Background: an optimization exercise with open tools, aiming at small area. Do not read the settings as production practice.
Function was checked by simulation only, so behaviour that the tests miss may differ from the original.
Power and IR drop assume default switching activity.

File: design/flow/flow/abc_s4.abc
strash
dc2
strash
&get -n
&st
&dch -f
&nf -a -R 1000
&put
strash
&get -n
&st
&dch -f
&nf -a -R 1000
&put
File: design/flow/design.v
module  counter60(
        input         [ 3: 0]   l                       ,
        input         [ 2: 0]   h                       ,
        input                   is24                    ,
        input                   inc                     ,
        input                   dec                     ,
        output  reg   [ 3: 0]   nl                      ,
        output  reg   [ 2: 0]   nh
);
wire    top24   =   is24 && h == 3'd2 && l == 4'd3;
wire    l9      =   l == 4'd9;
wire    l0      =   l == 4'd0;
wire    h0      =   h == 3'd0;
always @(*) begin
    if(inc)
        nl = (l9 || top24) ? 4'd0 : l + 1'b1;
    else if(dec)
        nl = !l0 ? l - 1'b1 : (is24 && h0) ? 4'd3 : 4'd9;
    else
        nl = l;
    if(inc && top24)
        nh = 3'd0;
    else if(inc && l9)
        nh = (!is24 && h == 3'd5) ? 3'd0 : h + 1'b1;
    else if(dec && l0)
        nh = !h0 ? h - 1'b1 : is24 ? 3'd2 : 3'd5;
    else
        nh = h;
end
endmodule
module  debounce(
        input                   clk                     ,
        input                   rst_n                   ,
        input                   key_in                  ,
        output  wire            key_prev
);
reg     [ 1: 0]                 key_r                           ;
reg     [11: 0]                 cnt                             ;
always  @(posedge clk or negedge rst_n)begin
    if(!rst_n)
        key_r   <=  2'd0;
    else
        key_r   <=  {key_r[0],key_in};
end
wire    run     =   !key_r[1] && !((cnt & 12'h5ff) == 12'h05a);
always  @(posedge clk)begin
    if(run && rst_n)
        cnt     <=  {cnt[10:0], ~(cnt[0] ^ cnt[11])};
    else
        cnt     <=  12'd0;
end
assign  key_prev    =   (cnt & 12'h5ff) == 12'h1d6;   
endmodule
module  alarm(
        input                   clk                     ,
        input                   rst_n                   ,
        input                   k1                      , 
        input                   k2                      ,
        input                   k3                      ,
        input                   tick                    , 
        output  reg   [ 3: 0]   sec_l                   ,
        output  reg   [ 2: 0]   sec_h                   ,
        output  reg   [ 3: 0]   min_l                   ,
        output  reg   [ 2: 0]   min_h                   ,
        output  reg   [ 3: 0]   hour_l                  ,
        output  reg   [ 1: 0]   hour_h                  ,
        output  reg   [ 3: 0]   alarm_min_l             ,
        output  reg   [ 2: 0]   alarm_min_h             ,
        output  reg   [ 3: 0]   alarm_hour_l            ,
        output  reg   [ 1: 0]   alarm_hour_h            ,
        output  reg   [ 2: 0]   adjust                  ,
        output  wire  [ 3: 0]   n_min_l                 ,
        output  wire  [ 2: 0]   n_min_h                 ,
        output  wire  [ 3: 0]   n_hour_l                ,
        output  wire  [ 1: 0]   n_hour_h                ,
        output  wire  [ 3: 0]   n_alarm_min_l           ,
        output  wire  [ 2: 0]   n_alarm_min_h           ,
        output  wire  [ 3: 0]   n_alarm_hour_l          ,
        output  wire  [ 1: 0]   n_alarm_hour_h
);
wire    [ 3: 0]                 n_sec_l                         ;
wire    [ 2: 0]                 n_sec_h                         ;
wire    [ 2: 0]                 n_adjust                        ;
wire    mode0   =   adjust == 3'd0;
wire    sec59   =   sec_l == 4'd9 && sec_h == 3'd5;
wire    min59   =   min_l == 4'd9 && min_h == 3'd5;
wire    sel_s   =   adjust == 3'd1 || (mode0 && !sec59);
wire    sel_m   =   adjust == 3'd2 || (mode0 && sec59 && !min59);
wire    sel_h   =   adjust == 3'd3 || (mode0 && sec59 && min59);
wire    sel_am  =   adjust == 3'd4;
wire    sel_ah  =   adjust == 3'd5;
wire    clr_s   =   mode0 && tick && sec59;
wire    clr_m   =   mode0 && tick && sec59 && min59;
wire    [ 3: 0]                 f_l, nf_l                       ;
wire    [ 2: 0]                 f_h, nf_h                       ;
assign  f_l     =   {4{sel_s}} & sec_l | {4{sel_m}} & min_l | {4{sel_h}} & hour_l |
                    {4{sel_am}} & alarm_min_l | {4{sel_ah}} & alarm_hour_l;
assign  f_h     =   {3{sel_s}} & sec_h | {3{sel_m}} & min_h | {3{sel_h}} & {1'b0, hour_h} |
                    {3{sel_am}} & alarm_min_h | {3{sel_ah}} & {1'b0, alarm_hour_h};
counter60 cnt_inst (.l(f_l), .h(f_h), .is24(sel_h || sel_ah),
        .inc(mode0 ? tick : k2), .dec(!mode0 && k3),
        .nl(nf_l), .nh(nf_h));
assign  n_adjust        =   !k1 ? adjust : (adjust == 3'd5) ? 3'd0 : adjust + 1'b1;
assign  n_sec_l         =   sel_s ? nf_l : clr_s ? 4'd0 : sec_l;
assign  n_sec_h         =   sel_s ? nf_h : clr_s ? 3'd0 : sec_h;
assign  n_min_l         =   sel_m ? nf_l : clr_m ? 4'd0 : min_l;
assign  n_min_h         =   sel_m ? nf_h : clr_m ? 3'd0 : min_h;
assign  n_hour_l        =   sel_h ? nf_l : hour_l;
assign  n_hour_h        =   sel_h ? nf_h[1:0] : hour_h;
assign  n_alarm_min_l   =   sel_am ? nf_l : alarm_min_l;
assign  n_alarm_min_h   =   sel_am ? nf_h : alarm_min_h;
assign  n_alarm_hour_l  =   sel_ah ? nf_l : alarm_hour_l;
assign  n_alarm_hour_h  =   sel_ah ? nf_h[1:0] : alarm_hour_h;
always @(posedge clk or negedge rst_n)begin
    if(!rst_n)begin
        sec_l <= 0; sec_h <= 0; min_l <= 0; min_h <= 0; hour_l <= 0; hour_h <= 0;
        alarm_min_l <= 0; alarm_min_h <= 0; alarm_hour_l <= 0; alarm_hour_h <= 0;
        adjust <= 0;
    end
    else begin
        sec_l <= n_sec_l; sec_h <= n_sec_h;
        min_l <= n_min_l; min_h <= n_min_h;
        hour_l <= n_hour_l; hour_h <= n_hour_h;
        alarm_min_l <= n_alarm_min_l; alarm_min_h <= n_alarm_min_h;
        alarm_hour_l <= n_alarm_hour_l; alarm_hour_h <= n_alarm_hour_h;
        adjust <= n_adjust;
    end
end
endmodule
module  led(
        input                   clk                     ,
        input                   rst_n                   ,
        input                   alarm                   ,
        output  reg             led
);
reg     [ 8: 0]                 cnt                             ;
wire    end_cnt =   cnt == 9'h043;
always @(posedge clk)begin
    if(!rst_n || (alarm && end_cnt))
        cnt <= 9'd0;
    else if(alarm)
        cnt <= {cnt[7:0], ~(cnt[3] ^ cnt[8])};
end
always @(posedge clk or negedge rst_n)begin
    if(!rst_n)
        led <= 1'b0;
    else
        led <= alarm && (led ^ end_cnt);
end
endmodule
module  lcd(
        input                   clk                     ,
        input                   rst_n                   ,
        input         [ 3: 0]   sec_l                   ,
        input         [ 2: 0]   sec_h                   ,
        input         [ 3: 0]   min_l                   ,
        input         [ 2: 0]   min_h                   ,
        input         [ 3: 0]   hour_l                  ,
        input         [ 1: 0]   hour_h                  ,
        input         [ 3: 0]   alarm_min_l             ,
        input         [ 2: 0]   alarm_min_h             ,
        input         [ 3: 0]   alarm_hour_l            ,
        input         [ 1: 0]   alarm_hour_h            ,
        input         [ 2: 0]   adjust                  ,
        output  wire            tick                    , 
        output  wire            rs                      ,
        output  wire            rw                      ,
        output  wire            en                      ,
        output  wire            on                      ,
        output  reg   [ 7: 0]   data
);
reg     [ 4: 0]                 j                               ;
reg     [ 6: 0]                 c100                            ;
reg                             scan                            ;
reg     [ 2: 0]                 q5                              ;
reg                             row                             ;
reg     [ 2: 0]                 grp                             ;
reg     [ 1: 0]                 sub                             ;
wire    t4      =   !j[4] &&  j[3];
wire    t9      =    j[4] && !j[3];
wire    t0      =   !j[4] && !j[0];
wire    adv     =   t0 && (c100 & 7'h3f) == 7'h00;     
assign  tick    =   adv && q5 == 3'd4;
assign  en      =   j[4];
assign  on      =   1'b1;
assign  rw      =   1'b0;
always @(posedge clk or negedge rst_n)begin
    if(!rst_n)begin
        j       <=  5'd0;
        scan    <=  1'b1;
        q5      <=  3'd7;
    end
    else begin
        j       <=  {j[3:0], ~j[4]};
        if(adv)begin
            scan    <=  ~scan;
            q5      <=  q5[2] ? 3'd0 : q5 + 1'b1;
        end
    end
end
always @(posedge clk)begin
    if(!rst_n || (t9 && (c100 & 7'h5f) == 7'h5b))    
        c100    <=  7'd0;
    else if(t9)
        c100    <=  {c100[5:0], ~(c100[2] ^ c100[6])};
end
wire    idle    =   grp == 3'd6 && sub == 2'd0;
wire    last    =   grp == 3'd5 && sub == 2'd1;
always @(posedge clk or negedge rst_n)begin
    if(!rst_n)begin
        row     <=  1'b0;
        grp     <=  3'd6;
        sub     <=  2'd0;
    end
    else if(t4 && (!idle || (c100 & 7'h5d) == 7'h40))begin    
        if(last)begin
            row     <=  ~row;
            grp     <=  3'd0;
            sub     <=  2'd0;
        end
        else if(sub == 2'd2)begin
            grp     <=  grp + 1'b1;
            sub     <=  2'd0;
        end
        else
            sub     <=  sub + 1'b1;
    end
end
wire    cmd     =   (grp == 3'd0 && sub == 2'd0) || grp[2:1] == 2'b11;
assign  rs      =   !cmd;
wire    blank1  =   scan && adjust == 3'd1;
wire    blank2  =   scan && adjust == 3'd2;
wire    blank3  =   scan && adjust == 3'd3;
wire    blank4  =   scan && adjust == 3'd4;
wire    blank5  =   scan && adjust == 3'd5;
reg     [ 3: 0]                 f_l                             ;
reg     [ 2: 0]                 f_h                             ;
reg                             f_on                            ;
always @(*)begin
    case({row, grp})
        4'b0_010:   begin f_l = alarm_hour_l; f_h = {1'b0, alarm_hour_h}; f_on = !blank5; end
        4'b0_011:   begin f_l = alarm_min_l;  f_h = alarm_min_h;          f_on = !blank4; end
        4'b1_010:   begin f_l = hour_l;       f_h = {1'b0, hour_h};       f_on = !blank3; end
        4'b1_011:   begin f_l = min_l;        f_h = min_h;                f_on = !blank2; end
        4'b1_100:   begin f_l = sec_l;        f_h = sec_h;                f_on = !blank1; end
        default:    begin f_l = 4'd0;         f_h = 3'd0;                 f_on = 1'b0;    end
    endcase
end
wire    dig     =   f_on && sub != 2'd0;
wire    [ 3: 0] v   =   !dig ? 4'd0 : (sub == 2'd1) ? {1'b0, f_h} : f_l;
reg     [ 7: 0]                 cdata                           ;
always @(*)begin
    case({row, grp, sub})
        6'b0_000_00:    cdata = 8'h80;
        6'b0_000_01:    cdata = "A";
        6'b0_000_10:    cdata = "l";
        6'b0_001_00:    cdata = "a";
        6'b0_001_01:    cdata = "r";
        6'b0_001_10:    cdata = "m";
        6'b0_010_00:    cdata = ":";
        6'b0_011_00:    cdata = "-";
        6'b0_110_00:    cdata = 8'h38;
        6'b0_110_01:    cdata = 8'h38;
        6'b0_110_10:    cdata = 8'h08;
        6'b0_111_00:    cdata = 8'h01;
        6'b0_111_01:    cdata = 8'h06;
        6'b0_111_10:    cdata = 8'h0c;
        6'b1_000_00:    cdata = 8'hc0;
        6'b1_000_01:    cdata = "C";
        6'b1_000_10:    cdata = "l";
        6'b1_001_00:    cdata = "o";
        6'b1_001_01:    cdata = "c";
        6'b1_001_10:    cdata = "k";
        6'b1_010_00:    cdata = ":";
        6'b1_011_00:    cdata = "-";
        6'b1_100_00:    cdata = "-";
        default:        cdata = " ";
    endcase
end
always @(*) data = cdata | {3'b000, dig, v};
endmodule
module  top(
        input                   clk                     ,
        input                   s_rst_n                 ,
        input                   key1                    ,
        input                   key2                    ,
        input                   key3                    ,
        output  wire            led                     ,
        output  wire            rs                      ,
        output  wire            rw                      ,
        output  wire            en                      ,
        output  wire            on                      ,
        output  wire  [ 7: 0]   data
);
reg     [ 1: 0]                 rst_r                           ;
wire                            rst_n                           ;
wire                            k1, k2, k3, tick                ;
wire    [ 3: 0]                 sec_l, min_l, hour_l, alarm_min_l, alarm_hour_l;
wire    [ 2: 0]                 sec_h, min_h, alarm_min_h       ;
wire    [ 1: 0]                 hour_h, alarm_hour_h            ;
wire    [ 3: 0]                 n_min_l, n_hour_l, n_alarm_min_l, n_alarm_hour_l;
wire    [ 2: 0]                 n_min_h, n_alarm_min_h          ;
wire    [ 1: 0]                 n_hour_h, n_alarm_hour_h        ;
wire    [ 2: 0]                 adjust                          ;
always  @(posedge clk or negedge s_rst_n)begin
    if(s_rst_n==1'b0)
        rst_r   <=  'd0;
    else
        rst_r   <=  {rst_r[0],1'b1};
end
assign  rst_n   =       rst_r[1];
debounce debounce_inst1 (.clk(clk), .rst_n(rst_n), .key_in(key1), .key_prev(k1));
debounce debounce_inst2 (.clk(clk), .rst_n(rst_n), .key_in(key2), .key_prev(k2));
debounce debounce_inst3 (.clk(clk), .rst_n(rst_n), .key_in(key3), .key_prev(k3));
alarm alarm_inst (
        .clk(clk), .rst_n(rst_n), .k1(k1), .k2(k2), .k3(k3), .tick(tick),
        .sec_l(sec_l), .sec_h(sec_h), .min_l(min_l), .min_h(min_h),
        .hour_l(hour_l), .hour_h(hour_h),
        .alarm_min_l(alarm_min_l), .alarm_min_h(alarm_min_h),
        .alarm_hour_l(alarm_hour_l), .alarm_hour_h(alarm_hour_h),
        .adjust(adjust),
        .n_min_l(n_min_l), .n_min_h(n_min_h), .n_hour_l(n_hour_l), .n_hour_h(n_hour_h),
        .n_alarm_min_l(n_alarm_min_l), .n_alarm_min_h(n_alarm_min_h),
        .n_alarm_hour_l(n_alarm_hour_l), .n_alarm_hour_h(n_alarm_hour_h));
led led_inst (
        .clk(clk), .rst_n(rst_n),
        .alarm(n_alarm_min_l == n_min_l && n_alarm_min_h == n_min_h &&
               n_alarm_hour_l == n_hour_l && n_alarm_hour_h == n_hour_h),
        .led(led));
lcd lcd_inst (
        .clk(clk), .rst_n(rst_n),
        .sec_l(sec_l), .sec_h(sec_h), .min_l(min_l), .min_h(min_h),
        .hour_l(hour_l), .hour_h(hour_h),
        .alarm_min_l(alarm_min_l), .alarm_min_h(alarm_min_h),
        .alarm_hour_l(alarm_hour_l), .alarm_hour_h(alarm_hour_h),
        .adjust(adjust), .tick(tick),
        .rs(rs), .rw(rw), .en(en), .on(on), .data(data));
endmodule
File: design/flow/config.mk
export PLATFORM = sky130hd
export DESIGN_NAME = top
export DESIGN_NICKNAME = top
export VERILOG_FILES = /design/flow/design.v
export SDC_FILE = /design/flow/constraint.sdc
export NUM_CORES = 4
export LEC_CHECK = 0
export CAP_MARGIN = 20
export CORE_MARGIN = 2
export CORE_UTILIZATION = 70
export SLEW_MARGIN = 20
export SYNTH_HIERARCHICAL = 1
File: design/flow/flow/dont_use.txt
sky130_fd_sc_hd__probe_p_8
sky130_fd_sc_hd__probec_p_8
sky130_fd_sc_hd__lpflow_bleeder_1
sky130_fd_sc_hd__lpflow_clkbufkapwr_1
sky130_fd_sc_hd__lpflow_clkbufkapwr_16
sky130_fd_sc_hd__lpflow_clkbufkapwr_2
sky130_fd_sc_hd__lpflow_clkbufkapwr_4
sky130_fd_sc_hd__lpflow_clkbufkapwr_8
sky130_fd_sc_hd__lpflow_clkinvkapwr_1
sky130_fd_sc_hd__lpflow_clkinvkapwr_16
sky130_fd_sc_hd__lpflow_clkinvkapwr_2
sky130_fd_sc_hd__lpflow_clkinvkapwr_4
sky130_fd_sc_hd__lpflow_clkinvkapwr_8
sky130_fd_sc_hd__lpflow_decapkapwr_12
sky130_fd_sc_hd__lpflow_decapkapwr_3
sky130_fd_sc_hd__lpflow_decapkapwr_4
sky130_fd_sc_hd__lpflow_decapkapwr_6
sky130_fd_sc_hd__lpflow_decapkapwr_8
sky130_fd_sc_hd__lpflow_inputiso0n_1
sky130_fd_sc_hd__lpflow_inputiso0p_1
sky130_fd_sc_hd__lpflow_inputiso1n_1
sky130_fd_sc_hd__lpflow_inputiso1p_1
sky130_fd_sc_hd__lpflow_inputisolatch_1
sky130_fd_sc_hd__lpflow_isobufsrc_1
sky130_fd_sc_hd__lpflow_isobufsrc_16
sky130_fd_sc_hd__lpflow_isobufsrc_2
sky130_fd_sc_hd__lpflow_isobufsrc_4
sky130_fd_sc_hd__lpflow_isobufsrc_8
sky130_fd_sc_hd__lpflow_isobufsrckapwr_16
sky130_fd_sc_hd__lpflow_lsbuf_lh_hl_isowell_tap_1
sky130_fd_sc_hd__lpflow_lsbuf_lh_hl_isowell_tap_2
sky130_fd_sc_hd__lpflow_lsbuf_lh_hl_isowell_tap_4
sky130_fd_sc_hd__lpflow_lsbuf_lh_isowell_4
sky130_fd_sc_hd__lpflow_lsbuf_lh_isowell_tap_1
sky130_fd_sc_hd__lpflow_lsbuf_lh_isowell_tap_2
sky130_fd_sc_hd__lpflow_lsbuf_lh_isowell_tap_4
sky130_fd_sc_hd__fill_1
sky130_fd_sc_hd__fill_2
sky130_fd_sc_hd__fill_4
sky130_fd_sc_hd__fill_8
File: design/flow/flow/remap.ys
# cell functions from the library; registers and tie cells stay black boxes
read_liberty -ignore_miss_func @LIB@
blackbox sky130_fd_sc_hd__df* sky130_fd_sc_hd__sdf* sky130_fd_sc_hd__edf* sky130_fd_sc_hd__sedf* sky130_fd_sc_hd__dl* sky130_fd_sc_hd__conb_1
read_verilog netlist_standard.v
hierarchy -top top
tee -o stat_standard.txt stat -liberty @LIB@ top
flatten top
opt -purge top
abc -liberty @LIB@ -script @ABC@ @DONTUSE@
opt_clean -purge
hilomap -singleton -hicell sky130_fd_sc_hd__conb_1 HI -locell sky130_fd_sc_hd__conb_1 LO
splitnets
opt_clean -purge
tee -o @STAT@ stat -liberty @LIB@ top
select top
write_verilog -noattr -nohex -nodec -selected @OUT@
File: design/flow/standard.sh
#!/bin/bash
# synth_recipe.tcl (not shown) runs the flow's synth.tcl, then flattens the netlist and writes it again
# the make line also repeats each setting of config.mk as NAME=value (left out here)
make -C /OpenROAD-flow-scripts/flow DESIGN_CONFIG=/design/flow/config.mk WORK_HOME=/design/flow/orfs CLKGATE_MAP_FILE= SYNTH_SCRIPT=/design/flow/synth_recipe.tcl "${@:-finish}"
File: design/flow/flow/abc_s3.abc
strash
&get -n
&st
&dch -f
&nf -a -R 1000
&put
strash
&get -n
&st
&dch -f
&nf -a -R 1000
&put
strash
&get -n
&st
&dch -f
&nf -a -R 1000
&put
strash
&get -n
&st
&dch -f
&nf -a -R 1000
&put
strash
&get -n
&st
&dch -f
&nf -a -R 1000
&put
File: design/flow/flow/run.sh
#!/bin/bash
# Layout flow: the standard synthesis, then the combinational logic
# between the registers is mapped again with area-oriented ABC scripts
# (registers, their names and cell types are kept as synthesis made them;
# each new netlist must be fully mapped and is proved equivalent to the
# standard one, register pins taken as cut points; the smallest is used),
# then the standard layout from floorplan to finish.
set -euo pipefail
R=orfs/results/sky130hd/top/base
LIB=$FLOW_HOME/platforms/sky130hd/lib/sky130_fd_sc_hd__tt_025C_1v80.lib
DONTUSE=$(sed 's/^/-dont_use /' flow/dont_use.txt | tr '\n' ' ')

# 1. standard synthesis
bash standard.sh synth > log_1_standard_synth.log 2>&1

# 2. re-map the combinational logic
cp $R/1_2_yosys.v netlist_standard.v
best=""; best_area=""
for abc in flow/abc_s*.abc; do
  s=$(basename $abc .abc)
  sed -e "s#@LIB@#$LIB#g" -e "s#@ABC@#$PWD/$abc#g" -e "s#@DONTUSE@#$DONTUSE#g" \
      -e "s#@OUT@#netlist_$s.v#g" -e "s#@STAT@#stat_$s.txt#g" flow/remap.ys > remap_$s.ys
  if ! timeout 600 yosys -l log_2_remap_$s.log -q remap_$s.ys > /dev/null 2>&1; then continue; fi
  [[ -s netlist_$s.v ]] || continue
  # fully mapped: no generic cells left
  if grep -q '\$_' stat_$s.txt; then echo "$s: not mapped" >> log_2_choice.log; continue; fi
  std_ff=$(grep -c "sky130_fd_sc_hd__d[f]" netlist_standard.v || true)
  new_ff=$(grep -c "sky130_fd_sc_hd__d[f]" netlist_$s.v || true)
  if [[ "$std_ff" != "$new_ff" ]]; then echo "$s: registers $new_ff vs $std_ff" >> log_2_choice.log; continue; fi
  sed -e "s#@LIB@#$LIB#g" -e "s#@GOLD@#netlist_standard.v#g" -e "s#@GATE@#netlist_$s.v#g" flow/check.ys > check_$s.ys
  if ! timeout 600 yosys -l log_2_check_$s.log -q check_$s.ys > /dev/null 2>&1; then echo "$s: not proved equivalent" >> log_2_choice.log; continue; fi
  grep -q "SUCCESS" log_2_check_$s.log || { echo "$s: no proof" >> log_2_choice.log; continue; }
  a=$(grep "Chip area" stat_$s.txt | awk '{print $NF}')
  echo "$s: area $a, equivalent" >> log_2_choice.log
  if [[ -z "$best" ]] || awk -v a="$a" -v b="$best_area" 'BEGIN{exit !(a<b)}'; then best=$s; best_area=$a; fi
done
if [[ -n "$best" ]]; then
  echo "using $best ($best_area)" >> log_2_choice.log
  sleep 1
  cp netlist_$best.v $R/1_2_yosys.v
  touch $R/1_2_yosys.v
else
  echo "using the standard netlist" >> log_2_choice.log
fi

# 3. standard layout on the new netlist
# flow/make_args.txt: one more make variable per line for these steps
args=()
if [[ -f flow/make_args.txt ]]; then
  while IFS= read -r line; do [[ -n "$line" ]] && args+=("$line"); done < flow/make_args.txt
fi
bash standard.sh "${args[@]}" finish > log_3_standard_finish.log 2>&1
File: design/flow/flow/abc_s5.abc
strash
dc2
&get -n
&st
&dch -f
&nf -a -R 1000
&put
File: design/flow/flow/abc_s2.abc
strash
&get -n
&st
&dch -f
&nf -a -R 1000
&put
strash
&get -n
&st
&dch -f
&nf -a -R 1000
&put
File: design/flow/flow/abc_s1.abc
strash
&get -n
&st
&dch -f
&nf -a -R 1000
&put
File: design/flow/constraint.sdc
create_clock -name core_clock -period 20.0 [get_ports {clk}]
set_input_delay 4.0000 -clock core_clock [delete_from_list [all_inputs] [get_ports {clk}]]
set_output_delay 4.0000 -clock core_clock [all_outputs]
set_load 0.01 [all_outputs]
File: design/flow/flow/check.ys
read_liberty -ignore_miss_func @LIB@
blackbox sky130_fd_sc_hd__df* sky130_fd_sc_hd__sdf* sky130_fd_sc_hd__edf* sky130_fd_sc_hd__sedf* sky130_fd_sc_hd__dl*
read_verilog @GOLD@
hierarchy -top top
flatten
delete t:$scopeinfo
opt_clean -purge
expose -evert t:sky130_fd_sc_hd__df*
rename top gold
design -stash gold_d
read_liberty -ignore_miss_func @LIB@
blackbox sky130_fd_sc_hd__df* sky130_fd_sc_hd__sdf* sky130_fd_sc_hd__edf* sky130_fd_sc_hd__sedf* sky130_fd_sc_hd__dl*
read_verilog @GATE@
hierarchy -top top
flatten
delete t:$scopeinfo
opt_clean -purge
expose -evert t:sky130_fd_sc_hd__df*
rename top gate
design -stash gate_d
design -copy-from gold_d -as gold gold
design -copy-from gate_d -as gate gate
miter -equiv -flatten -make_assert gold gate miter
hierarchy -top miter
sat -verify -prove-asserts -show-ports miter
File: design/flow/flow/make_args.txt
BUFFER_PORTS_ARGS=-buffer_cell sky130_fd_sc_hd__buf_1
CTS_ARGS=-sink_clustering_enable -repair_clock_nets -dont_use_dummy_load
==> impl_metrics.ini, run 1 <==
[run_status]
outcome = complete, no violations

[drt]
drtIter0Drc = 579
vias_per_cell = 6.40
drcViolationCount = 0
drt-pass1-iter-count = 6
wl_per_cell_um = 17.8
via_count = 4326
drt-total-wl_um = 12000
final_antenna_net_count = 0

[timing]
fmax_mhz = 148
rsz0062_at_grt = false
tns_ps = 0
slew_headroom_pct = 36.3
worstMarginPinSlew_ps = 955
min_period_over_period_pct = 33.7
finalSetupViolations = 0
period_needed_ps = 6740
hold_viol = 0
maxSlewViolCount = 0
skew_ps = 42.5

[global_routing]
grt_max_degree = 45
use_met3_pct = 7.93
grt_pass1_vias = 4059
track_usage_pct = 32.5
grt_antenna_before_repair = 0
grt_use_met2_pct = 55.6
grt-ovfl-total = 0
grt_first_pass_wirelength_um = 19300
top_usage_layer = met2
use_met1_pct = 39.5

[placed_design]
dpl.hpwl_um = 8580
place_area_um2 = 5250
routabilityCongestion = 0.950
dp.cells = 667
numPortBuffers = 15

[layout]
n_fill_cell = 479
final_area_um2 = 5380
diodes = 0
layout.nets = 587
instances_no_fill = 676
area_growth_pct = 6.97
drive_gt1_share_pct = 3.97

[run]
cap_violations = 0

[cts]
insertion_delay_ps = 380
cts_hold_repair.buffers = 0
ctsLongestPathBuffers = 2
cts.sinks = 112
cts-resized-gates = 0
cts_buffers = 9
cts_tree = done
h-tree-depth = 3
postCtsSetupBuffers = 0
ctsRootBufferMaster = clkbuf_8
clk_pin_slew_ps = 110

[hold_path]
hold_path_class = flop to async pin

[yosys]
ys_warn_count = 12
synth_area_um2 = 5030
netlist_instances = 551
syn_avg_cell_area_um2 = 9.12
synthesis.nets = 556

[setup_path]
criticalPathCategory = flop to primary output
cp-start-kind = flop
cp.required_ps = 16000
crit_path_end_kind = primary output
cp_max_fo = 11
critPathArrivalTime_ps = 2740

[power]
power_density_nw_per_um2 = 64.6
power.total_uw = 347
p_leak_nw = 2.13
ir_drop_uv = 50.8

[floorplan]
row_count = 30
die_y_um = 88.7
fp.coreArea_um2 = 6870
initial_core_util_pct = 73.2
io_pins = 18
dieArea_um2 = 7880
die_width_um = 88.7
==> metal layers <==
metal / part of all wire [%] / vias to the layer above
met5: 0 / -
met4: 3.3 / 0
met3: 7.1 / 46
met2: 49 / 209
met1: 41 / 2028
li1: - / 2043
==> sequential cells by signal, summed over array words and instances, names as in the netlist, 4 cells and up <==
register	cells
alarm_inst.sec_l	4
debounce_inst2.cnt	12
alarm_inst.min_l	4
led_inst.cnt	9
alarm_inst.hour_l	4
lcd_inst.j	5
debounce_inst3.cnt	12
lcd_inst.c100	7
alarm_inst.alarm_hour_l	4
debounce_inst1.cnt	12
alarm_inst.alarm_min_l	4
==> final timing paths <==
path | startpoint | endpoint | slack [ps] | depth (start not counted)
min | rst_r[1] | alarm_inst.alarm_min_h[0] | 270 | 0
max reg2reg | alarm_inst.min_h[0] | led_inst.cnt[2] | 14510 | 19
min in group core_clock | rst_r[0] | rst_r[1] | 360 | 0
max | lcd_inst.grp[1] | data[2] | 13260 | 9
max in group asynchronous | s_rst_n | rst_r[1] | 16470 | 1
min reg2reg | rst_r[1] | alarm_inst.alarm_min_h[0] | 270 | 0
==> report_power, final <==
group / switching, mW / internal (mW)
clock network: 0.0655 / 0.0406
logic: 0.00567 / 0.00302
registers: 0.00364 / 0.229
total: 0.0748 / 0.273
==> final cells by class <==
type	count	area [µm²]	share of cell area (%)
Timing Repair Buffer	20	93.8	1.74
Inverter	10	37.5	0.698
Multi-Input combinational cell	429	2450	45.6
Sequential cell	112	2550	47.4
Tap cell	96	120	2.23
Clock buffer	9	124	2.30
==> cell usage in the layout, fill, tap and decap left out, types with 6 or more instances in the layout <==
cell / instances
nand4_1: 8
nor2b_1: 11
nand3_1: 11
nor2_1: 51
buf_1: 15
a222oi_1: 8
a22oi_1: 8
clkbuf_8: 9
dfrtp_1: 53
nor3_1: 12
nand2_1: 77
dfstp_2: 6
dfxtp_1: 52
a21oi_1: 58
mux2_1: 6
nor4_1: 6
xor2_1: 8
a31oi_1: 7
o21ai_0: 34
clkinv_1: 10
and2_0: 44
xnor2_1: 15
==> critical path: stages (launching register included) <==
cell and delay [ps]:
dfstp_2 610, nor2b_1 330, nor2b_1 510, a222oi_1 170, a21oi_1 170, a211oi_1 70, a21oi_1 180, a211oi_1 100
nand3_1 100, buf_1 150
==> through the flow <==
| stage | setup slack (ps) | hold slack (ps) | utilization, % |
|---|---|---|---|
| CTS | 13330 | 277 | 78.3 |
| global placement | 13790 | 255 | 76.5 |
| finish | 13260 | 267 | 78.3 |
| global route | 13030 | 314 | 78.3 |
| floorplan | 14090 | 331 | - |
| detailed placement | 13730 | 283 | 76.5 |
==> inputs of run 2 (changes only) <==
--- a/design/flow/design.v
+++ b/design/flow/design.v
@@ -111,7 +111,7 @@
 assign  n_alarm_min_h   =   sel_am ? nf_h : alarm_min_h;
 assign  n_alarm_hour_l  =   sel_ah ? nf_l : alarm_hour_l;
 assign  n_alarm_hour_h  =   sel_ah ? nf_h[1:0] : alarm_hour_h;
-always @(posedge clk or negedge rst_n)begin
+always @(posedge clk)begin
     if(!rst_n)begin
         sec_l <= 0; sec_h <= 0; min_l <= 0; min_h <= 0; hour_l <= 0; hour_h <= 0;
         alarm_min_l <= 0; alarm_min_h <= 0; alarm_hour_l <= 0; alarm_hour_h <= 0;
==> impl_metrics.ini, run 2 <==
[power]
ir_drop_uv = 68.2
p_leak_nw = 1.91
power_density_nw_per_um2 = 65.1
clock_power_share_pct = 31.3
combPwrFrac_pct = 2.4
p_sw_share_pct = 21.9
seqPwrFrac_pct = 66.3
p_sw_uw = 75.9
power.total_uw = 347
power.internal_uw = 271

[timing]
slew_headroom_pct = 47.1
fmax_mhz = 149
min_period_over_period_pct = 33.6
hold_viol = 0
skew_ps = 26.4
maxSlewViolCount = 0
holdWs_ps = 314
finalSetupViolations = 0
worstMarginPinSlew_ps = 787
setup_slack_ps = 13280
period_needed_ps = 6720
tns_ps = 0
rsz0062_at_grt = false

[placed_design]
pre_cts_ws_ps = 13670
routabilityCongestion = 0.987
dpl.hpwl_um = 8510
numPortBuffers = 15

[yosys]
syn_avg_cell_area_um2 = 8.58
ys_warn_count = 12
synthesis.nets = 586
netlist_instances = 581
synth_area_um2 = 4990

[setup_path]
slowest_delay_ps = 840
cp_slowest_cell = dfrtp_1
cp_max_fo = 27
worstPathCellList = mux4_2 > a22oi_1 > a211oi_1 > or4_1 > buf_1
cp.required_ps = 16000
worst-path-buf-inv = 1
crit_path_end_kind = primary output
critPathArrivalTime_ps = 2720
criticalPathCategory = flop to primary output
cp-start-kind = flop
cpLargestDelayFamily = flip-flops

[run_status]
outcome = complete, no violations

[drt]
drt-pass1-iter-count = 8
vias_per_cell = 6.38
via_count = 4495
final_antenna_net_count = 0
wl_per_cell_um = 17.2
drt-total-wl_um = 12200
drcViolationCount = 0
drtIter0Drc = 669

[cts]
h-tree-depth = 3
clk_pin_slew_ps = 110
ctsLongestPathBuffers = 2
postCtsSetupBuffers = 0
insertion_delay_ps = 370
ctsRootBufferMaster = clkbuf_8
cts.sinks = 112
cts_hold_repair.buffers = 0
cts_buffers = 9
cts-resized-gates = 0
cts_tree = done

[hold_path]
hold_path_class = flop to async pin

[floorplan]
io_pins = 18
row_count = 30
die_width_um = 88.4
fp.coreArea_um2 = 6830
dieArea_um2 = 7820
die_y_um = 88.4
initial_core_util_pct = 73.0

[run]
cap_violations = 0

[layout]
final_common_cell = dfxtp_1
layout.nets = 616
n_fill_cell = 504
reg.largest.list = debounce_inst1.cnt (12), debounce_inst2.cnt (12), debounce_inst3.cnt (12)
area_growth_pct = 6.90
diodes = 0
final_cell_mix = dfxtp_1 (88), nand2_1 (70), nor2_1 (69)
drive_gt1_share_pct = 3.61

[global_routing]
grt_first_pass_wirelength_um = 20000
grt-ovfl-total = 0
track_usage_pct = 32.8
grt_antenna_before_repair = 0
grt_max_degree = 47
grt_pass1_vias = 4170
[run 2: final cells by class]
class	count	area, µm²	share of cell area (%)
Sequential cell	112	2370	44.4
Tap cell	96	120	2.25
Multi-Input combinational cell	455	2580	48.4
Clock buffer	9	124	2.32
Timing Repair Buffer	19	86.3	1.62
Inverter	14	52.6	0.986
[run 2: final timing paths]
path	startpoint	endpoint	slack, ps	cells after the start
max	lcd_inst.grp[0]	data[2]	13280	5
min	rst_r[1]	debounce_inst1.key_r[0]	310	1
max reg2reg	alarm_inst.sec_l[0]	led_inst.cnt[2]	14510	20
min reg2reg	rst_r[1]	debounce_inst1.key_r[0]	310	1
max in group asynchronous	s_rst_n	rst_r[0]	16460	1
min in group core_clock	debounce_inst2.key_r[0]	debounce_inst2.key_r[1]	360	0
[run 2: worst register-to-register path, cell delays in order, from the launching register on]
cell      delay (ps)
dfxtp_1          440
nand4_1          120
or4_1            500
a211oi_1         430
o21a_1           580
a221oi_1         340
nand3_1          220
or2_0            270
o21bai_1         230
o211ai_1         160
o31ai_1           90
o21ai_0          330
nand2_1          160
o21ai_0          170
xor2_1           200
nor4_1           310
nand3_1          140
nor4_2           160
buf_4            240
nand2b_1          70
a32o_1           250
[run 2: per-stage QoR]
step / cell area [µm²] / instances / util, %
final: 5330 / 705 / 78.0
after global routing: 5330 / 705 / 78.0
after CTS: 5320 / 705 / 77.9
after detailed placement: 5200 / 696 / 76.1
after global placement: 5200 / 696 / 76.1
after floorplan: 4990 / 581 / -
[run 2: power groups by stage]
stage	Combinational [mW]	Sequential [mW]	Clock (mW)
after CTS	0.00829	0.230	0.109
after global placement	0.00780	0.235	0
after detailed placement	0.00826	0.235	0
final	0.00833	0.230	0.109
after global routing	0.00950	0.231	0.117
after floorplan	0.00489	0.236	0
[run 2: layer usage]
layer / wire [µm] / global-route usage [%]
met5: 0 / 0
met4: 172 / 7.44
met3: 1150 / 9.42
met2: 5770 / 53.9
met1: 5060 / 43.4
==> inputs of run 3 (changes only) <==
==> design/flow/flow/abc_s6.abc (new file) <==
strash
&get -n
&st
&dch -f
&nf -a -R 1000
&put
strash
&get -n
&st
&dch -f
&nf -a -R 1000
&put
strash
&get -n
&st
&dch -f
&nf -a -R 1000
&put
strash
&get -n
&st
&dch -f
&nf -a -R 1000
&put
strash
&get -n
&st
&dch -f
&nf -a -R 1000
&put
strash
&get -n
&st
&dch -f
&nf -a -R 1000
&put
strash
&get -n
&st
&dch -f
&nf -a -R 1000
&put
strash
&get -n
&st
&dch -f
&nf -a -R 1000
&put
strash
&get -n
&st
&dch -f
&nf -a -R 1000
&put
strash
&get -n
&st
&dch -f
&nf -a -R 1000
&put
==> design/flow/flow/abc_s7.abc (new file) <==
strash
&get -n
&st
&dch -f
&nf -a -R 1000
&put
strash
&get -n
&st
&dch -f
&nf -a -R 1000
&put
strash
&get -n
&st
&dch -f
&nf -a -R 1000
&put
strash
&get -n
&st
&dch -f
&nf -a -R 1000
&put
strash
&get -n
&st
&dch -f
&nf -a -R 1000
&put
strash
&get -n
&st
&dch -f
&nf -a -R 1000
&put
strash
&get -n
&st
&dch -f
&nf -a -R 1000
&put
strash
&get -n
&st
&dch -f
&nf -a -R 1000
&put
strash
&get -n
&st
&dch -f
&nf -a -R 1000
&put
strash
&get -n
&st
&dch -f
&nf -a -R 1000
&put
strash
&get -n
&st
&dch -f
&nf -a -R 1000
&put
strash
&get -n
&st
&dch -f
&nf -a -R 1000
&put
strash
&get -n
&st
&dch -f
&nf -a -R 1000
&put
strash
&get -n
&st
&dch -f
&nf -a -R 1000
&put
strash
&get -n
&st
&dch -f
&nf -a -R 1000
&put
==> design/flow/flow/abc_s8.abc (new file) <==
strash
&get -n
&st
&dch
&nf -a -R 1000
&put
strash
&get -n
&st
&dch
&nf -a -R 1000
&put
strash
&get -n
&st
&dch
&nf -a -R 1000
&put
strash
&get -n
&st
&dch
&nf -a -R 1000
&put
strash
&get -n
&st
&dch
&nf -a -R 1000
&put
strash
&get -n
&st
&dch
&nf -a -R 1000
&put
strash
&get -n
&st
&dch
&nf -a -R 1000
&put
strash
&get -n
&st
&dch
&nf -a -R 1000
&put
strash
&get -n
&st
&dch
&nf -a -R 1000
&put
strash
&get -n
&st
&dch
&nf -a -R 1000
&put
==> impl_metrics.ini, run 3 <==
[run_status]
outcome = complete, no violations

[layout]
area_growth_pct = 6.58
multiInputGateArea_um2 = 2510
diodes = 0
reg.largest.list = debounce_inst1.cnt (12), debounce_inst2.cnt (12), debounce_inst3.cnt (12)
seqCellArea_um2 = 2370
instances_no_fill = 699
final_cell_mix = dfxtp_1 (88), nand2_1 (76), nor2_1 (63)
drive_gt1_share_pct = 3.15
n_fill_cell = 530
layout.nets = 610
final_common_cell = dfxtp_1

[global_routing]
grt_pass1_vias = 3972
top_usage_layer = met2
track_usage_pct = 32.5
use_met1_pct = 45.2
grt_use_met2_pct = 50.1
use_met3_pct = 6.69
grt-ovfl-total = 0
grt_first_pass_wirelength_um = 19300
grt_max_degree = 45
grt_antenna_before_repair = 0

[yosys]
synth_area_um2 = 4940
synthesis.nets = 582
syn_avg_cell_area_um2 = 8.57
netlist_instances = 577
ys_warn_count = 12

[drt]
drtIter0Drc = 465
drcViolationCount = 0
vias_per_cell = 6.39
drt-pass1-iter-count = 6
wl_per_cell_um = 17.0
final_antenna_net_count = 0
drt-total-wl_um = 11900
via_count = 4470

[cts]
postCtsSetupBuffers = 0
cts_buffers = 9
insertion_delay_ps = 380
cts_tree = done
ctsRootBufferMaster = clkbuf_8
cts.sinks = 112
ctsLongestPathBuffers = 2
h-tree-depth = 3
cts_hold_repair.buffers = 0
clk_pin_slew_ps = 110
cts-resized-gates = 0

[timing]
skew_ps = 35.8
tns_ps = 0
hold_viol = 0
min_period_over_period_pct = 34.9
finalSetupViolations = 0
rsz0062_at_grt = false
setup_slack_ps = 13010
worstMarginPinSlew_ps = 871
slew_headroom_pct = 41.5
maxSlewViolCount = 0
period_needed_ps = 6990
fmax_mhz = 143

[placed_design]
routabilityCongestion = 1.03
dpl.hpwl_um = 8220
pre_cts_ws_ps = 13500
dp.cells = 690
numPortBuffers = 15

[floorplan]
row_count = 30
io_pins = 18
fp.coreArea_um2 = 6830
die_width_um = 88.0
initial_core_util_pct = 72.3
dieArea_um2 = 7750
die_y_um = 88.0

[setup_path]
criticalPathCategory = flop to primary output
cp-start-kind = flop
reg2reg_depth = 17
cp.required_ps = 16000
rr_endpoint = led_inst.cnt[4]
critPathArrivalTime_ps = 2990
crit_path_end_kind = primary output
cp_max_fo = 23
reg2reg_from = alarm_inst.sec_l[0]
r2r_slack_ps = 14480

[power]
seqPwrFrac_pct = 66.9
power.internal_uw = 271
combPwrFrac_pct = 2.4
p_leak_nw = 1.82
clock_power_share_pct = 30.7
power_density_nw_per_um2 = 65.3
p_sw_uw = 73.1
ir_drop_uv = 60.2
p_sw_share_pct = 21.2

[hold_path]
hold_path_class = flop to async pin

[run]
cap_violations = 0
[run 3: power groups by stage]
stage | Sequential, mW | Combinational [mW] | Clock [mW]
2_1_floorplan | 0.236 | 0.00492 | 0
3_3_place_gp | 0.235 | 0.00779 | 0
3_5_place_dp | 0.235 | 0.00815 | 0
4_1_cts | 0.230 | 0.00823 | 0.107
5_1_grt | 0.231 | 0.00968 | 0.115
6_report | 0.230 | 0.00830 | 0.106
[run 3: stage by stage]
step	power, mW	hold slack (ps)	instance area [µm²]	util [%]
finish	0.344	349	5270	77.1
global route	0.356	366	5270	77.1
CTS	0.345	356	5260	77.0
detailed placement	0.243	336	5130	75.1
global placement	0.243	330	5130	75.1
floorplan	0.240	331	4940	-
[run 3: worst max path at each step]
stage	from	endpoint	slack (ps)
after global routing	lcd_inst.row	data[2]	12830
after CTS	lcd_inst.row	data[2]	13100
after floorplan	lcd_inst.row	data[2]	14110
after detailed placement	lcd_inst.row	data[2]	13500
after global placement	lcd_inst.row	data[2]	13690
final	lcd_inst.row	data[2]	13010
[run 3: final cells by class]
| type | count | share of cell area, % |
|---|---|---|
| tap | 96 | 2.28 |
| clock buffer | 9 | 2.35 |
| timing repair buffer | 17 | 1.35 |
| multi-input combinational | 447 | 47.7 |
| inverter | 18 | 1.28 |
| sequential | 112 | 45.0 |
[run 3: routing by layer]
metal	vias up	share of wire [%]	wire length (µm)
met1	2082	43	5130
met3	33	8.4	1000
li1	2132	-	-
met2	223	46	5450
met4	0	2.6	305
met5	-	0	0
[run 3: critical path, cell delays in order (launching register included)]
cell and delay [ps]:
dfrtp_1 780, nand2_1 210, nor3_1 710, nand2_1 100, o21ai_0 130, a211oi_1 80, a211oi_1 260, a41oi_1 70
nand3_1 130, buf_1 160
==> inputs of run 4 (changes only) <==
==> design/flow/flow/make_args.txt (replaced) <==
BUFFER_PORTS_ARGS=-buffer_cell sky130_fd_sc_hd__buf_1
CTS_ARGS=-sink_clustering_enable -repair_clock_nets -dont_use_dummy_load -buf_list sky130_fd_sc_hd__clkbuf_16 -sink_clustering_size 100 -sink_clustering_max_diameter 300 -sink_buffer_max_cap_derate 1.0
removed: design/flow/flow/abc_s6.abc
removed: design/flow/flow/abc_s7.abc
removed: design/flow/flow/abc_s8.abc
==> impl_metrics.ini, run 4 <==
[layout]
final_area_um2 = 5430
drive_gt1_share_pct = 3.61
area_growth_pct = 8.93
final_cell_mix = dfxtp_1 (88), nand2_1 (70), nor2_1 (69)
diodes = 0
n_fill_cell = 494
instances_no_fill = 705
reg.largest.list = debounce_inst1.cnt (12), debounce_inst2.cnt (12), debounce_inst3.cnt (12)
finish.utilization_pct = 79.5
layout.nets = 616
final_common_cell = dfxtp_1

[setup_path]
cp-start-kind = flop
rr_endpoint = led_inst.cnt[2]
reg2reg_from = alarm_inst.sec_l[0]
r2r_slack_ps = 14370
cp_max_fo = 27
criticalPathCategory = flop to primary output
cp.required_ps = 16000
crit_path_end_kind = primary output
crit_path_end = data[1]
reg2reg_depth = 20
critPathArrivalTime_ps = 2720
crit_path_start = lcd_inst.grp[0]

[floorplan]
die_width_um = 88.4
fp.coreArea_um2 = 6830
initial_core_util_pct = 73.0
die_y_um = 88.4
dieArea_um2 = 7820
io_pins = 18
row_count = 30

[power]
power.internal_uw = 310
ir_drop_uv = 65.0
p_sw_uw = 81.7
p_sw_share_pct = 20.8
seqPwrFrac_pct = 58.8
p_leak_nw = 1.96
combPwrFrac_pct = 2.1
clock_power_share_pct = 39.1
power_density_nw_per_um2 = 72.2

[cts]
insertion_delay_ps = 340
cts_buffers = 9
ctsLongestPathBuffers = 2
postCtsSetupBuffers = 0
cts-resized-gates = 0
cts.sinks = 112
ctsRootBufferMaster = clkbuf_16
h-tree-depth = 3
cts_hold_repair.buffers = 0
clk_pin_slew_ps = 70
cts_tree = done

[drt]
drcViolationCount = 0
drt-total-wl_um = 12300
met2_length_um = 5650
drt-pass1-iter-count = 6
wl_met1_um = 5080
via_count = 4595
route.met3.wl_um = 1210
wl_per_cell_um = 17.5
top_layer = met4
final_antenna_net_count = 0
vias_per_cell = 6.52
drtIter0Drc = 621

[timing]
period_needed_ps = 6720
finalSetupViolations = 0
min_period_over_period_pct = 33.6
fmax_mhz = 149
rsz0062_at_grt = false
maxSlewViolCount = 0
holdWs_ps = 327
tns_ps = 0
hold_viol = 0
worstMarginPinSlew_ps = 845
skew_ps = 15.3
slew_headroom_pct = 43.6

[yosys]
syn_avg_cell_area_um2 = 8.58
netlist_instances = 581
synthesis.nets = 586
ys_warn_count = 12
synth_area_um2 = 4990

[run]
cap_violations = 0

[global_routing]
grt_first_pass_wirelength_um = 20300
grt-ovfl-total = 0
grt_antenna_before_repair = 0
track_usage_pct = 33.4
grt_max_degree = 47
grt_pass1_vias = 4234

[hold_path]
hold_path_class = flop to async pin

[placed_design]
routabilityCongestion = 0.987
place_area_um2 = 5200
numPortBuffers = 15
dpl.hpwl_um = 8510
dp.cells = 696

[run_status]
outcome = complete, no violations
[run 4: changes by cell type in the layout (fill, tap and decap cells not counted), moves of 5 or more]
cell	before	now
nor2_1	63	69
and2_0	44	50
a211oi_1	13	8
o21ai_0	47	36
clkbuf_16	0	9
clkbuf_8	9	0
a21oi_1	44	56
nand2_1	76	70
[run 4: worst min path at each step]
stage / startpoint / cells past startpoint / end / slack [ps]
2_1_floorplan: debounce_inst1.key_r[0] / 0 / debounce_inst1.key_r[1] / 330
6_report: rst_r[1] / 1 / debounce_inst1.key_r[0] / 330
3_3_place_gp: debounce_inst1.key_r[0] / 0 / debounce_inst1.key_r[1] / 330
5_1_grt: rst_r[0] / 0 / rst_r[1] / 360
4_1_cts: rst_r[1] / 1 / debounce_inst1.key_r[0] / 340
3_5_place_dp: debounce_inst1.key_r[0] / 0 / debounce_inst1.key_r[1] / 340
[run 4: power groups by stage]
stage,clock network [mW],logic (mW),registers [mW]
2_1_floorplan,0,0.00489,0.236
3_3_place_gp,0,0.00780,0.235
3_5_place_dp,0,0.00826,0.235
4_1_cts,0.153,0.00826,0.230
5_1_grt,0.161,0.00946,0.231
6_report,0.153,0.00833,0.230
[run 4: worst max-delay path, stage by stage (launching register included)]
cell and delay [ps]:
dfrtp_1 850, and2_0 430, a221oi_1 160, a211oi_1 270, a21oi_1 80, a21oi_1 200, o21ai_0 130, nand4_1 110
buf_1 150
[run 4: metal layers]
metal | vias to the layer above | global-route usage [%]
met4 | 0 | 11.7
met5 | - | 0
met1 | 2129 | 43.4
li1 | 2142 | -
met2 | 272 | 53.9
met3 | 52 | 9.24
[run 4: area by class of cell]
cell class,instances,area [µm²],area share (%)
repair buffers,19,86.3,1.59
inverters,14,52.6,0.967
clock buffers,9,225,4.15
multi-input cells,455,2580,47.5
well taps,96,120,2.21
flip-flops and latches,112,2370,43.6
[run 4: stage by stage]
step	setup slack (ps)	total power, mW
floorplan	13940	0.240
global placement	13720	0.243
detailed placement	13670	0.244
CTS	13330	0.392
global route	13120	0.401
finish	13280	0.392
==> inputs of run 5 (changes only) <==
==> design/flow/flow/run.sh (replaced) <==
#!/bin/bash
# Layout flow: the standard synthesis, then the combinational logic
# between the registers is mapped again with area-oriented ABC scripts
# (registers, their names and cell types are kept as synthesis made them;
# each new netlist must be fully mapped and is proved equivalent to the
# standard one, register pins taken as cut points; the smallest is used),
# then the standard layout from floorplan to finish.
# The re-mapping starts from the standard netlist and from a second run of
# the standard synthesis with ABC_AREA=1 (a different starting structure).
set -uo pipefail
R=orfs/results/sky130hd/top/base
LIB=$FLOW_HOME/platforms/sky130hd/lib/sky130_fd_sc_hd__tt_025C_1v80.lib
DONTUSE=$(sed 's/^/-dont_use /' flow/dont_use.txt | tr '\n' ' ')

# 0. a second starting point: the standard synthesis with ABC_AREA=1
if bash standard.sh ABC_AREA=1 synth > log_0_alt_synth.log 2>&1 && [[ -s $R/1_2_yosys.v ]]; then
  cp $R/1_2_yosys.v netlist_alt.v
fi
rm -rf orfs

# 1. standard synthesis
set -e
bash standard.sh synth > log_1_standard_synth.log 2>&1
cp $R/1_2_yosys.v netlist_standard.v
set +e

# 2. re-map the combinational logic
remap() {  # $1 source name, $2 abc script
  local src=$1 abc=$2 s
  s=${src}_$(basename $abc .abc)
  sed -e "s#@LIB@#$LIB#g" -e "s#@ABC@#$PWD/$abc#g" -e "s#@DONTUSE@#$DONTUSE#g" \
      -e "s#@IN@#netlist_$src.v#g" -e "s#@STATIN@#stat_$src.txt#g" \
      -e "s#@OUT@#netlist_$s.v#g" -e "s#@STAT@#stat_$s.txt#g" flow/remap.ys > remap_$s.ys
  timeout 900 yosys -l log_2_remap_$s.log -q remap_$s.ys > /dev/null 2>&1 || { echo "$s: remap failed" > choice_$s.txt; return; }
  [[ -s netlist_$s.v ]] || { echo "$s: no netlist" > choice_$s.txt; return; }
  if grep -q '\$_' stat_$s.txt; then echo "$s: not mapped" > choice_$s.txt; return; fi
  sed -e "s#@LIB@#$LIB#g" -e "s#@GOLD@#netlist_standard.v#g" -e "s#@GATE@#netlist_$s.v#g" flow/check.ys > check_$s.ys
  timeout 900 yosys -l log_2_check_$s.log -q check_$s.ys > /dev/null 2>&1 || { echo "$s: not proved equivalent" > choice_$s.txt; return; }
  grep -q "SUCCESS" log_2_check_$s.log || { echo "$s: no proof" > choice_$s.txt; return; }
  echo "$s: area $(grep "Chip area" stat_$s.txt | awk '{print $NF}') equivalent" > choice_$s.txt
}
srcs=(standard); [[ -s netlist_alt.v ]] && srcs+=(alt)
n=0
for src in "${srcs[@]}"; do
  for abc in flow/abc_s*.abc; do
    remap $src $abc &
    n=$((n+1)); if (( n % ${NUM_CORES:-4} == 0 )); then wait; fi
  done
done
wait
cat choice_*.txt > log_2_choice.log
best=$(grep "equivalent$" log_2_choice.log | sort -t' ' -k3 -g | head -1 | cut -d: -f1)
if [[ -n "$best" ]]; then
  echo "using $best" >> log_2_choice.log
  sleep 1
  cp netlist_$best.v $R/1_2_yosys.v
  touch $R/1_2_yosys.v
else
  echo "using the standard netlist" >> log_2_choice.log
fi

# 3. standard layout on the new netlist
# flow/make_args.txt: one more make variable per line for these steps
set -e
args=()
if [[ -f flow/make_args.txt ]]; then
  while IFS= read -r line; do [[ -n "$line" ]] && args+=("$line"); done < flow/make_args.txt
fi
bash standard.sh "${args[@]}" finish > log_3_standard_finish.log 2>&1
==> design/flow/flow/abc_s6.abc (new file) <==
strash
&get -n
&st
&dch -f
&nf -a -R 1000
&put
strash
&get -n
&st
&dch -f
&nf -a -R 1000
&put
strash
&get -n
&st
&dch -f
&nf -a -R 1000
&put
strash
&get -n
&st
&dch -f
&nf -a -R 1000
&put
strash
&get -n
&st
&dch -f
&nf -a -R 1000
&put
strash
&get -n
&st
&dch -f
&nf -a -R 1000
&put
strash
&get -n
&st
&dch -f
&nf -a -R 1000
&put
strash
&get -n
&st
&dch -f
&nf -a -R 1000
&put
strash
&get -n
&st
&dch -f
&nf -a -R 1000
&put
strash
&get -n
&st
&dch -f
&nf -a -R 1000
&put
==> design/flow/flow/abc_s7.abc (new file) <==
strash
&get -n
&st
&dch -f
&nf -a -R 1000
&put
strash
&get -n
&st
&dch -f
&nf -a -R 1000
&put
strash
&get -n
&st
&dch -f
&nf -a -R 1000
&put
strash
&get -n
&st
&dch -f
&nf -a -R 1000
&put
strash
&get -n
&st
&dch -f
&nf -a -R 1000
&put
strash
&get -n
&st
&dch -f
&nf -a -R 1000
&put
strash
&get -n
&st
&dch -f
&nf -a -R 1000
&put
strash
&get -n
&st
&dch -f
&nf -a -R 1000
&put
strash
&get -n
&st
&dch -f
&nf -a -R 1000
&put
strash
&get -n
&st
&dch -f
&nf -a -R 1000
&put
strash
&get -n
&st
&dch -f
&nf -a -R 1000
&put
strash
&get -n
&st
&dch -f
&nf -a -R 1000
&put
strash
&get -n
&st
&dch -f
&nf -a -R 1000
&put
strash
&get -n
&st
&dch -f
&nf -a -R 1000
&put
strash
&get -n
&st
&dch -f
&nf -a -R 1000
&put
==> design/flow/flow/abc_s8.abc (new file) <==
strash
&get -n
&st
&dch
&nf -a -R 1000
&put
strash
&get -n
&st
&dch
&nf -a -R 1000
&put
strash
&get -n
&st
&dch
&nf -a -R 1000
&put
strash
&get -n
&st
&dch
&nf -a -R 1000
&put
strash
&get -n
&st
&dch
&nf -a -R 1000
&put
strash
&get -n
&st
&dch
&nf -a -R 1000
&put
strash
&get -n
&st
&dch
&nf -a -R 1000
&put
strash
&get -n
&st
&dch
&nf -a -R 1000
&put
strash
&get -n
&st
&dch
&nf -a -R 1000
&put
strash
&get -n
&st
&dch
&nf -a -R 1000
&put
==> design/flow/flow/make_args.txt (replaced) <==
BUFFER_PORTS_ARGS=-buffer_cell sky130_fd_sc_hd__buf_1
CTS_ARGS=-sink_clustering_enable -repair_clock_nets -dont_use_dummy_load
--- a/design/flow/flow/remap.ys
+++ b/design/flow/flow/remap.ys
@@ -1,9 +1,9 @@
 # cell functions from the library; registers and tie cells stay black boxes
 read_liberty -ignore_miss_func @LIB@
 blackbox sky130_fd_sc_hd__df* sky130_fd_sc_hd__sdf* sky130_fd_sc_hd__edf* sky130_fd_sc_hd__sedf* sky130_fd_sc_hd__dl* sky130_fd_sc_hd__conb_1
-read_verilog netlist_standard.v
+read_verilog @IN@
 hierarchy -top top
-tee -o stat_standard.txt stat -liberty @LIB@ top
+tee -o @STATIN@ stat -liberty @LIB@ top
 flatten top
 opt -purge top
 abc -liberty @LIB@ -script @ABC@ @DONTUSE@
==> impl_metrics.ini, run 5 <==
[setup_path]
crit_path_end = data[0]
slowest_delay_ps = 930
cp-start-kind = flop
cp_common_cell = a21oi_1
worst-path-buf-inv = 1
reg2reg_from = alarm_inst.min_l[0]
cp_num_cells = 8
cp_slowest_cell = nor3_1
crit_path_start = lcd_inst.grp[0]
cp.required_ps = 16000
reg2reg_depth = 20
rr_endpoint = led_inst.cnt[0]
criticalPathCategory = flop to primary output
critPathArrivalTime_ps = 3070
r2r_slack_ps = 13460
cp_max_fo = 22
crit_path_end_kind = primary output
cpLargestDelayFamily = simple AND/OR/NAND/NOR gates
worstPathCellList = nor3_1 > a21oi_1 > a21oi_1 > nor2_1 > a41oi_1 > nand3_1 > nand4_1 > buf_1

[cts]
postCtsSetupBuffers = 0
cts.sinks = 112
cts-resized-gates = 0
ctsRootBufferMaster = clkbuf_8
clk_pin_slew_ps = 110
insertion_delay_ps = 360
cts_hold_repair.buffers = 0
h-tree-depth = 3
cts_buffers = 9
ctsLongestPathBuffers = 2
cts_tree = done

[placed_design]
routabilityCongestion = 0.938
pre_cts_ws_ps = 13350
numPortBuffers = 15
dpl.hpwl_um = 8010
place_area_um2 = 5140

[run]
cap_violations = 0

[timing]
min_period_over_period_pct = 35.4
setup_slack_ps = 12930
maxSlewViolCount = 0
worstMarginPinSlew_ps = 1130
skew_ps = 37.1
hold_viol = 0
rsz0062_at_grt = false
slew_headroom_pct = 23.5
tns_ps = 0
fmax_mhz = 141
finalSetupViolations = 0
period_needed_ps = 7070

[layout]
diodes = 0
area_growth_pct = 6.91
seqCellArea_um2 = 2370
n_fill_cell = 467
reg.largest.list = debounce_inst1.cnt (12), debounce_inst2.cnt (12), debounce_inst3.cnt (12)
layout.nets = 600
final_common_cell = dfxtp_1
finish.utilization_pct = 77.5
final_cell_mix = dfxtp_1 (88), nor2_1 (77), nand2_1 (73)
multiInputGateArea_um2 = 2530
final_area_um2 = 5260
drive_gt1_share_pct = 3.54

[power]
power_density_nw_per_um2 = 65.2
p_leak_nw = 1.85
ir_drop_uv = 73.1

[drt]
drcViolationCount = 0
drt-pass1-iter-count = 5
wl_per_cell_um = 16.7
drtIter0Drc = 461
vias_per_cell = 6.34
final_antenna_net_count = 0
drt-total-wl_um = 11500
via_count = 4367

[yosys]
synth_area_um2 = 4920
syn_avg_cell_area_um2 = 8.71
synthesis.nets = 570
ys_warn_count = 12
netlist_instances = 565

[floorplan]
row_count = 30
dieArea_um2 = 7720
die_width_um = 87.9
die_y_um = 87.9
fp.coreArea_um2 = 6790
initial_core_util_pct = 72.4
io_pins = 18

[global_routing]
grt_antenna_before_repair = 0
grt_max_degree = 48
grt-ovfl-total = 0
track_usage_pct = 31.1
grt_first_pass_wirelength_um = 18900
grt_pass1_vias = 3934

[run_status]
outcome = complete, no violations

[hold_path]
hold_path_class = flop to async pin
## run 5: routing by layer
| layer | part of all wire (%) | vias up | GRT usage (%) |
|---|---|---|---|
| met4 | 1.3 | 0 | 9.37 |
| met3 | 8.0 | 16 | 5.28 |
| met5 | 0 | - | 0 |
| met2 | 47 | 221 | 50.2 |
| li1 | - | 2086 | - |
| met1 | 44 | 2044 | 43.2 |
## run 5: power by group
group | total, mW | switching, mW | internal [mW]
combinational | 0.00787 | 0.00554 | 0.00233
clock | 0.105 | 0.0644 | 0.0407
sequential | 0.230 | 0.00244 | 0.228
## run 5: final cells by class
class,count,share of cell area (%)
Tap cell,96,2.28
Sequential cell,112,45.0
Clock buffer,9,2.35
Multi-Input combinational cell,445,48.1
Inverter,8,0.571
Timing Repair Buffer,19,1.64
## run 5: worst min path at each step
stage                                    to  slack, ps  cells past startpoint
global placement               led_inst.led        320                      1
CTS                 debounce_inst1.key_r[1]        340                      1
finish              debounce_inst1.key_r[0]        320                      1
detailed placement  debounce_inst1.key_r[1]        330                      1
floorplan           debounce_inst1.key_r[1]        330                      0
global route                  lcd_inst.j[3]        350                      0
## run 5: per-stage QoR
| step | cells | hold WS, ps | total power, mW |
|---|---|---|---|
| finish | 689 | 321 | 0.343 |
| detailed placement | 680 | 330 | 0.243 |
| global placement | 680 | 315 | 0.242 |
| floorplan | 565 | 331 | 0.240 |
| global route | 689 | 355 | 0.353 |
| CTS | 689 | 339 | 0.344 |

[port drivers added, routing unchanged]
The flow's constraints put no driver on any port. The routed layouts listed below were extracted and timed again, unchanged, in two steps.
Step 1 (the two cells are an assumption about what drives the block):
set clk [get_ports {clk}]
set_driving_cell -lib_cell sky130_fd_sc_hd__clkbuf_16 $clk
set_driving_cell -lib_cell sky130_fd_sc_hd__buf_2 [delete_from_list [all_inputs] $clk]
Step 2, shift: input delay + t, output delay - t, t = (earliest + latest rising clock arrival at the registers) / 2. This alone moves slack from input paths to output paths.
Three values: ideal ports, drivers, drivers and shift; two values: the first two.
run	shift t [ns]	setup WS [ns]	worst setup path at the end	cell pins on the clock port's net
run 1	0.389	13.257 / 13.225 / 13.614	register to output	1
run 2	0.390	13.280 / 13.251 / 13.640	register to output	1
run 3	0.398	13.011 / 12.978 / 13.376	register to output	1
run 4	0.371	13.279 / 13.243 / 13.615	register to output	1
run 5	0.376	12.929 / 12.897 / 13.273	register to output	1
After both steps every run listed still meets setup and hold.
